This is an optimization exercise on Yosys and OpenROAD, whose aim is small area and a short achievable clock period, not a production implementation. Where RTL was checked, it was by simulation tests only, not by an equivalence proof against the original. Power and IR drop assume default switching activity.

red:
==> module alu8, before the edit <==
module alu8(
    input [7:0] regA, regB,
    input [4:0] opcode,
    input [7:0] flagsIn,
    output [7:0] res,
    output [7:0] flagsOut
);
    wire [7:0] A = regA;
    wire [7:0] B = regB;
    wire [4:0] op = opcode;
    wire cin = flagsIn[4];
    wire hin = flagsIn[5];
    wire nin = flagsIn[6];
    wire hi0 = ~op[4] & ~op[3];                         
    wire opAdd   = hi0 & ~op[2] & ~op[1];               
    wire opSub   = hi0 & ~op[2] & op[1];                
    wire opCP    = hi0 & op[2] & ~op[1] & ~op[0];       
    wire opAND   = hi0 & op[2] & ~op[1] & op[0];        
    wire opOR    = hi0 & op[2] & op[1] & ~op[0];        
    wire opXOR   = hi0 & op[2] & op[1] & op[0];         
    wire opRot   = ~op[4] & op[3];                      
    wire hi2 = op[4] & ~op[3];                          
    wire opSLA  = hi2 & (op[2:0] == 3'd0);
    wire opSRx  = hi2 & ~op[2] & (op[1] ^ op[0]);       
    wire opSWAP = hi2 & (op[2:0] == 3'd3);
    wire opBIT  = hi2 & (op[2:0] == 3'd4);
    wire opRES  = hi2 & (op[2:0] == 3'd5);
    wire opSET  = hi2 & (op[2:0] == 3'd6);
    wire opCCF  = hi2 & (op[2:0] == 3'd7);
    wire hi3 = op[4] & op[3];                           
    wire opSCF = hi3 & (op[2:0] == 3'd0);
    wire opDAA = hi3 & (op[2:0] == 3'd1);
    wire opCPL = hi3 & (op[2:0] == 3'd2);
    wire opArith = opAdd | opSub | opCP;
    wire sub     = opSub | opCP;
    wire opLeft  = (opRot & ~op[0]) | opSLA;
    wire opRight = (opRot & op[0]) | opSRx;
    wire daaLo = (~nin & A[3] & (A[2] | A[1])) | hin;
    wire [7:0] dOff = {1'b0, cin, cin, 1'b0, 1'b0, daaLo, daaLo, 1'b0} ^ {8{nin}};
    wire [7:0] bsel = 8'b1 << B[2:0];
    wire mB  = op[2] ? (op[1] | op[0]) : ~op[1];
    wire yB  = hi0 & mB;                                
    wire yNB = hi0 & ~mB;                               
    wire [7:0] Y = ({8{yB}} & B) | ({8{yNB}} & ~B) | {8{opCPL}}
                 | ({8{opDAA}} & dOff) | ({8{opSET}} & bsel) | ({8{opRES}} & ~bsel);
    wire c0 = (opAdd & op[0] & cin) | (opSub & ~(op[0] & cin)) | opCP | (opDAA & nin);
    wire [7:0] g = A & Y;
    wire [7:0] t = A | Y;
    wire [7:0] p = A ^ Y;
    wire g0 = g[0] | (t[0] & c0);
    wire G10 = g[1] | (t[1] & g0);
    wire G32 = g[3] | (t[3] & g[2]), P32 = t[3] & t[2];
    wire G54 = g[5] | (t[5] & g[4]), P54 = t[5] & t[4];
    wire G76 = g[7] | (t[7] & g[6]), P76 = t[7] & t[6];
    wire G20 = g[2] | (t[2] & G10);
    wire G30 = G32 | (P32 & G10);
    wire G64 = g[6] | (t[6] & G54), P64 = t[6] & P54;
    wire G74 = G76 | (P76 & G54), P74 = P76 & P54;
    wire G40 = g[4] | (t[4] & G30);
    wire G50 = G54 | (P54 & G30);
    wire G60 = G64 | (P64 & G30);
    wire G70 = G74 | (P74 & G30);
    wire [8:0] c = {G70, G60, G50, G40, G30, G20, G10, g0, c0};
    wire [7:0] sum = p ^ c[7:0];
    wire sumZ = &(~(p ^ {t[6:0], c0}));
    wire lbit = ~op[4] & (op[2] ? A[7] : cin);
    wire rbit = op[4] ? (~op[1] & A[7]) : (op[2] ? A[0] : cin);
    wire sumEn = opAdd | opSub | opDAA;
    wire [7:0] other =
          ({8{opAND | opRES}} & g)
        | ({8{opOR | opSET}} & t)
        | ({8{opXOR | opCPL}} & p)
        | ({8{opLeft}} & {A[6:0], lbit})
        | ({8{opRight}} & {rbit, A[7:1]})
        | ({8{opSWAP}} & {A[3:0], A[7:4]});
    assign res = ({8{sumEn}} & sum) | other;
    wire bitZ = ~A[B[2:0]];
    wire otherZEn = opAND | opOR | opXOR | (opRot & ~op[1]) | opSLA | opSRx | opSWAP;
    wire fZ = (opArith & sumZ) | (otherZEn & ~|other) | ((opBIT | opDAA) & bitZ);
    wire fN = sub | opCPL | (opDAA & nin);
    wire fH = (opArith & (c[4] ^ sub)) | opAND | opCPL;
    wire fC = (opArith & (c[8] ^ sub)) | (opLeft & A[7]) | (opRight & A[0]) | (opCCF & ~cin) | opSCF | (opDAA & nin);
    assign flagsOut = {fZ, fN, fH, fC, 4'b0};
endmodule
export LEC_CHECK = 0
export CAP_MARGIN = 20
export CORE_MARGIN = 2
export CORE_UTILIZATION = 40
export SETUP_SLACK_MARGIN = 3.6
export SLEW_MARGIN = 20
create_clock -name core_clock -period 6.0 [get_ports {clk}]
standard.sh (not shown) runs the stock make flow with config.mk's settings and CLKGATE_MAP_FILE= SYNTH_SCRIPT=/design/flow/synth_recipe.tcl, a recipe that flattens the netlist after the stock synthesis.
==> flow/flow/run.sh <==
#!/bin/bash
# Own layout flow: the standard ORFS flow (standard.sh), with
#  - adder-cell extraction (ADDER_MAP_FILE) off, so ABC maps all logic,
#  - ABC run with flow/abc.script instead of ORFS's abc_speed/abc_area,
#  - port buffers of a chosen cell, and CTS without dummy loads.
# Each tool's output goes to its own log under orfs/logs; make's output
# goes to flow_make.log.
set -o pipefail
HERE=$(pwd)
source "$HERE/flow/settings.sh"
# ORFS synth.tcl with only the ABC script changed
sed "s#log_cmd abc {\*}\$abc_args#log_cmd abc -script $HERE/flow/abc.script {*}[lrange \$abc_args 2 end]#" \
    "$FLOW_HOME/scripts/synth.tcl" > "$HERE/synth_mod.tcl"
grep -q "flow/abc.script" "$HERE/synth_mod.tcl" || { echo "synth.tcl patch failed"; exit 1; }
# The standard flow's synthesis script, sourcing the patched synth.tcl
sed "s#\$::env(SCRIPTS_DIR)/synth.tcl#$HERE/synth_mod.tcl#" synth_recipe.tcl > "$HERE/my_synth.tcl"
grep -q "synth_mod.tcl" "$HERE/my_synth.tcl" || { echo "synth_recipe.tcl patch failed"; exit 1; }
bash standard.sh SYNTH_SCRIPT="$HERE/my_synth.tcl" ADDER_MAP_FILE= \
    "BUFFER_PORTS_ARGS=$BUFFER_PORTS_ARGS" "CTS_ARGS=$CTS_ARGS" $EXTRA finish > flow_make.log 2>&1
==> flow/flow/abc.script <==
strash
dch
map -B 0.9
topo
stime -c
buffer -c
upsize -c
dnsize -c
==> flow/flow/settings.sh <==
BUFFER_PORTS_ARGS="-buffer_cell sky130_fd_sc_hd__buf_1"
CTS_ARGS="-sink_clustering_enable -repair_clock_nets -dont_use_dummy_load"
EXTRA=""
Input changes introduced in purple (baseline for comparison: red):
--- a/flow/design.v
+++ b/flow/design.v
@@ -67,17 +67,16 @@
     wire sub     = opSub | opCP;
     wire opLeft  = (opRot & ~op[0]) | opSLA;
     wire opRight = (opRot & op[0]) | opSRx;
     wire daaLo = (~nin & A[3] & (A[2] | A[1])) | hin;
     wire [7:0] dOff = {1'b0, cin, cin, 1'b0, 1'b0, daaLo, daaLo, 1'b0} ^ {8{nin}};
     wire [7:0] bsel = 8'b1 << B[2:0];
-    wire mB  = op[2] ? (op[1] | op[0]) : ~op[1];
-    wire yB  = hi0 & mB;                                
-    wire yNB = hi0 & ~mB;                               
+    wire yB  = opAdd | opAND | opOR | opXOR;            
+    wire yNB = sub;                                     
     wire [7:0] Y = ({8{yB}} & B) | ({8{yNB}} & ~B) | {8{opCPL}}
-                 | ({8{opDAA}} & dOff) | ({8{opSET}} & bsel) | ({8{opRES}} & ~bsel);
+                 | ({8{opDAA}} & dOff);
     wire c0 = (opAdd & op[0] & cin) | (opSub & ~(op[0] & cin)) | opCP | (opDAA & nin);
     wire [7:0] g = A & Y;
     wire [7:0] t = A | Y;
     wire [7:0] p = A ^ Y;
     wire g0 = g[0] | (t[0] & c0);
     wire G10 = g[1] | (t[1] & g0);
@@ -96,14 +95,15 @@
     wire [7:0] sum = p ^ c[7:0];
     wire sumZ = &(~(p ^ {t[6:0], c0}));
     wire lbit = ~op[4] & (op[2] ? A[7] : cin);
     wire rbit = op[4] ? (~op[1] & A[7]) : (op[2] ? A[0] : cin);
     wire sumEn = opAdd | opSub | opDAA;
     wire [7:0] other =
-          ({8{opAND | opRES}} & g)
-        | ({8{opOR | opSET}} & t)
+          ({8{opAND}} & g)
+        | ({8{opOR}} & t)
+        | ({8{opRES}} & (A & ~bsel)) | ({8{opSET}} & (A | bsel))
         | ({8{opXOR | opCPL}} & p)
         | ({8{opLeft}} & {A[6:0], lbit})
         | ({8{opRight}} & {rbit, A[7:1]})
         | ({8{opSWAP}} & {A[3:0], A[7:4]});
     assign res = ({8{sumEn}} & sum) | other;
     wire bitZ = ~A[B[2:0]];
- Looking at global-route usage, purple sits below red.
- purple vs. red: utilization shows a reduction of 2.5 points, total power shows a reduction of 3.2%, tightest hold margin shows an increase of 0.096 ns, row count shows an increase of 3.6%.
Function was not checked in any run of this note: the RTL went through the layout flow alone.


Setup of before:
The RTL this note starts from:
==> flow/design.v <==
`timescale 1ns / 1ns
module alu8_top(
    input            clk,
    input      [7:0] regA,
    input      [7:0] regB,
    input      [4:0] opcode,
    input      [7:0] flagsIn,
    output reg [7:0] res,
    output reg [7:0] flagsOut
);
    reg [7:0] regA_q, regB_q, flagsIn_q;
    reg [4:0] opcode_q;
    wire [7:0] res_d, flagsOut_d;
    alu8 u_alu(
        .regA(regA_q),
        .regB(regB_q),
        .opcode(opcode_q),
        .flagsIn(flagsIn_q),
        .res(res_d),
        .flagsOut(flagsOut_d)
    );
    always @(posedge clk) begin
        regA_q    <= regA;
        regB_q    <= regB;
        opcode_q  <= opcode;
        flagsIn_q <= flagsIn;
        res       <= res_d;
        flagsOut  <= flagsOut_d;
    end
endmodule

`timescale 1ns / 1ns
module alu8(
    input [7:0] regA, regB,
    input [4:0] opcode,
    input [7:0] flagsIn,
    output [7:0] res,
    output [7:0] flagsOut
);
    wire [7:0] A = regA;
    wire [7:0] B = regB;
    wire [4:0] op = opcode;
    wire cin = flagsIn[4];
    wire hin = flagsIn[5];
    wire nin = flagsIn[6];
    wire hi0 = ~op[4] & ~op[3];                         
    wire opAdd   = hi0 & ~op[2] & ~op[1];               
    wire opSub   = hi0 & ~op[2] & op[1];                
    wire opCP    = hi0 & op[2] & ~op[1] & ~op[0];       
    wire opAND   = hi0 & op[2] & ~op[1] & op[0];        
    wire opOR    = hi0 & op[2] & op[1] & ~op[0];        
    wire opXOR   = hi0 & op[2] & op[1] & op[0];         
    wire opRot   = ~op[4] & op[3];                      
    wire hi2 = op[4] & ~op[3];                          
    wire opSLA  = hi2 & (op[2:0] == 3'd0);
    wire opSRx  = hi2 & ~op[2] & (op[1] ^ op[0]);       
    wire opSWAP = hi2 & (op[2:0] == 3'd3);
    wire opBIT  = hi2 & (op[2:0] == 3'd4);
    wire opRES  = hi2 & (op[2:0] == 3'd5);
    wire opSET  = hi2 & (op[2:0] == 3'd6);
    wire opCCF  = hi2 & (op[2:0] == 3'd7);
    wire hi3 = op[4] & op[3];                           
    wire opSCF = hi3 & (op[2:0] == 3'd0);
    wire opDAA = hi3 & (op[2:0] == 3'd1);
    wire opCPL = hi3 & (op[2:0] == 3'd2);
    wire opArith = opAdd | opSub | opCP;
    wire sub     = opSub | opCP;
    wire opLeft  = (opRot & ~op[0]) | opSLA;
    wire opRight = (opRot & op[0]) | opSRx;
    wire daaLo = (~nin & A[3] & (A[2] | A[1])) | hin;
    wire [7:0] dOff = {1'b0, cin, cin, 1'b0, 1'b0, daaLo, daaLo, 1'b0} ^ {8{nin}};
    wire [7:0] bsel = 8'b1 << B[2:0];
    wire yB  = opAdd | opAND | opOR | opXOR;            
    wire yNB = sub;                                     
    wire [7:0] Y = ({8{yB}} & B) | ({8{yNB}} & ~B) | {8{opCPL}}
                 | ({8{opDAA}} & dOff) | ({8{opSET}} & bsel) | ({8{opRES}} & ~bsel);
    wire c0 = (opAdd & op[0] & cin) | (opSub & ~(op[0] & cin)) | opCP | (opDAA & nin);
    wire [7:0] g = A & Y;
    wire [7:0] t = A | Y;
    wire [7:0] p = A ^ Y;
    wire g0 = g[0] | (t[0] & c0);
    wire G10 = g[1] | (t[1] & g0);
    wire G32 = g[3] | (t[3] & g[2]), P32 = t[3] & t[2];
    wire G54 = g[5] | (t[5] & g[4]), P54 = t[5] & t[4];
    wire G76 = g[7] | (t[7] & g[6]), P76 = t[7] & t[6];
    wire G20 = g[2] | (t[2] & G10);
    wire G30 = G32 | (P32 & G10);
    wire G64 = g[6] | (t[6] & G54), P64 = t[6] & P54;
    wire G74 = G76 | (P76 & G54), P74 = P76 & P54;
    wire G40 = g[4] | (t[4] & G30);
    wire G50 = G54 | (P54 & G30);
    wire G60 = G64 | (P64 & G30);
    wire G70 = G74 | (P74 & G30);
    wire [8:0] c = {G70, G60, G50, G40, G30, G20, G10, g0, c0};
    wire [7:0] sum = p ^ c[7:0];
    wire sumZ = &(~(p ^ {t[6:0], c0}));
    wire lbit = ~op[4] & (op[2] ? A[7] : cin);
    wire rbit = op[4] ? (~op[1] & A[7]) : (op[2] ? A[0] : cin);
    wire sumEn = opAdd | opSub | opDAA;
    wire [7:0] other =
          ({8{opAND | opRES}} & g)
        | ({8{opOR | opSET}} & t)
        | ({8{opXOR | opCPL}} & p)
        | ({8{opLeft}} & {A[6:0], lbit})
        | ({8{opRight}} & {rbit, A[7:1]})
        | ({8{opSWAP}} & {A[3:0], A[7:4]});
    assign res = ({8{sumEn}} & sum) | other;
    wire bitZ = ~A[B[2:0]];
    wire otherZEn = opAND | opOR | opXOR | (opRot & ~op[1]) | opSLA | opSRx | opSWAP;
    wire fZ = (opArith & sumZ) | (otherZEn & ~|other) | ((opBIT | opDAA) & bitZ);
    wire fN = sub | opCPL | (opDAA & nin);
    wire fH = (opArith & (c[4] ^ sub)) | opAND | opCPL;
    wire fC = (opArith & (c[8] ^ sub)) | (opLeft & A[7]) | (opRight & A[0]) | (opCCF & ~cin) | opSCF | (opDAA & nin);
    assign flagsOut = {fZ, fN, fH, fC, 4'b0};
endmodule
==> flow/config.mk <==
export PLATFORM = sky130hd
export DESIGN_NAME = alu8_top
export DESIGN_NICKNAME = alu8_top
export VERILOG_FILES = /design/flow/design.v
export SDC_FILE = /design/flow/constraint.sdc
export NUM_CORES = 4
export LEC_CHECK = 0
export CAP_MARGIN = 20
export CORE_MARGIN = 2
export CORE_UTILIZATION = 40
export SETUP_SLACK_MARGIN = 3.6
export SLEW_MARGIN = 20
==> flow/constraint.sdc <==
create_clock -name core_clock -period 6.0 [get_ports {clk}]
set_input_delay 1.2000 -clock core_clock [delete_from_list [all_inputs] [get_ports {clk}]]
set_output_delay 1.2000 -clock core_clock [all_outputs]
set_load 0.01 [all_outputs]
Scripts as last shown in full above: flow/flow/run.sh, flow/flow/abc.script, flow/flow/settings.sh
before reached the final stage; the timing, design-rule and antenna checks on its layout passed.
Input-level comparison between after and before:
--- a/flow/design.v
+++ b/flow/design.v
@@ -71,9 +71,10 @@
     wire [7:0] dOff = {1'b0, cin, cin, 1'b0, 1'b0, daaLo, daaLo, 1'b0} ^ {8{nin}};
     wire [7:0] bsel = 8'b1 << B[2:0];
-    wire yB  = opAdd | opAND | opOR | opXOR;            
-    wire yNB = sub;                                     
+    wire mB  = op[2] ? (op[1] ^ op[0]) : ~op[1];
+    wire yB  = hi0 & mB;                                
+    wire yNB = hi0 & ~mB;                               
     wire [7:0] Y = ({8{yB}} & B) | ({8{yNB}} & ~B) | {8{opCPL}}
                  | ({8{opDAA}} & dOff) | ({8{opSET}} & bsel) | ({8{opRES}} & ~bsel);
-    wire c0 = (opAdd & op[0] & cin) | (opSub & ~(op[0] & cin)) | opCP | (opDAA & nin);
+    wire c0 = (opAdd & op[0] & cin) | (opSub & ~(op[0] & cin)) | opCP | opXOR | (opDAA & nin);
     wire [7:0] g = A & Y;
     wire [7:0] t = A | Y;
@@ -101,5 +102,6 @@
           ({8{opAND | opRES}} & g)
         | ({8{opOR | opSET}} & t)
-        | ({8{opXOR | opCPL}} & p)
+        | ({8{opXOR}} & ~p)
+        | ({8{opCPL}} & p)
         | ({8{opLeft}} & {A[6:0], lbit})
         | ({8{opRight}} & {rbit, A[7:1]})
@@ -107,6 +109,10 @@
     assign res = ({8{sumEn}} & sum) | other;
     wire bitZ = ~A[B[2:0]];
-    wire otherZEn = opAND | opOR | opXOR | (opRot & ~op[1]) | opSLA | opSRx | opSWAP;
-    wire fZ = (opArith & sumZ) | (otherZEn & ~|other) | ((opBIT | opDAA) & bitZ);
+    wire [7:0] sh = ({8{opLeft}} & {A[6:0], lbit})
+                  | ({8{opRight}} & {rbit, A[7:1]})
+                  | ({8{opSWAP}} & {A[3:0], A[7:4]});
+    wire zShift = ((opRot & ~op[1]) | opSLA | opSRx | opSWAP) & ~|sh;
+    wire zLogic = (opAND & ~|(A & B)) | (opOR & ~|(A | B));
+    wire fZ = ((opArith | opXOR) & sumZ) | zShift | zLogic | ((opBIT | opDAA) & bitZ);
     wire fN = sub | opCPL | (opDAA & nin);
     wire fH = (opArith & (c[4] ^ sub)) | opAND | opCPL;
==> comparison <==
Changes observed in after relative to before: via count of the first global-routing pass picked up an extra 368, sequential standard cell area picked up an extra 1.7%, highest clock rate lost 0.019 GHz, cell count picked up an extra 4.9%, met2 wirelength from detailed routing picked up an extra about 14%.
Diff before -> after | clock network fraction of design power | increase of 0.4 points
Function not checked in after: the RTL went through the layout flow alone.

-- static timing again, ports no longer ideal --
How much do the figures lean on ideal ports? The routed layouts below were timed once more, with nothing changed but the port constraints. Step 1 assumes that a clkbuf_16 drives the clock port and a buf_2 every other input. Step 2 times the ports against the registers' clock, not the clock port: input delays grow and output delays shrink by t, the midpoint of the rising clock arrivals with the driver on. a / b / c = no drivers / after step 1 / after step 2; a / b = the first two.
| run | t, ns | setup slack, ns | hold WS [ns] | slew at the worst register clock pin (ns) |
|---|---|---|---|---|
| red | 0.324 | 3.753 / 3.753 / 3.753 | 0.580 / 0.580 / 0.580 | 0.07 / 0.07 |
| purple | 0.317 | 3.827 / 3.827 / 3.827 | 0.677 / 0.677 / 0.677 | 0.07 / 0.07 |
| before | 0.315 | 3.825 / 3.825 / 3.825 | 0.606 / 0.606 / 0.606 | 0.07 / 0.07 |
| after | 0.322 | 3.734 / 3.734 / 3.734 | 0.663 / 0.663 / 0.663 | 0.07 / 0.07 |
After both steps setup and hold are still met in every run listed.
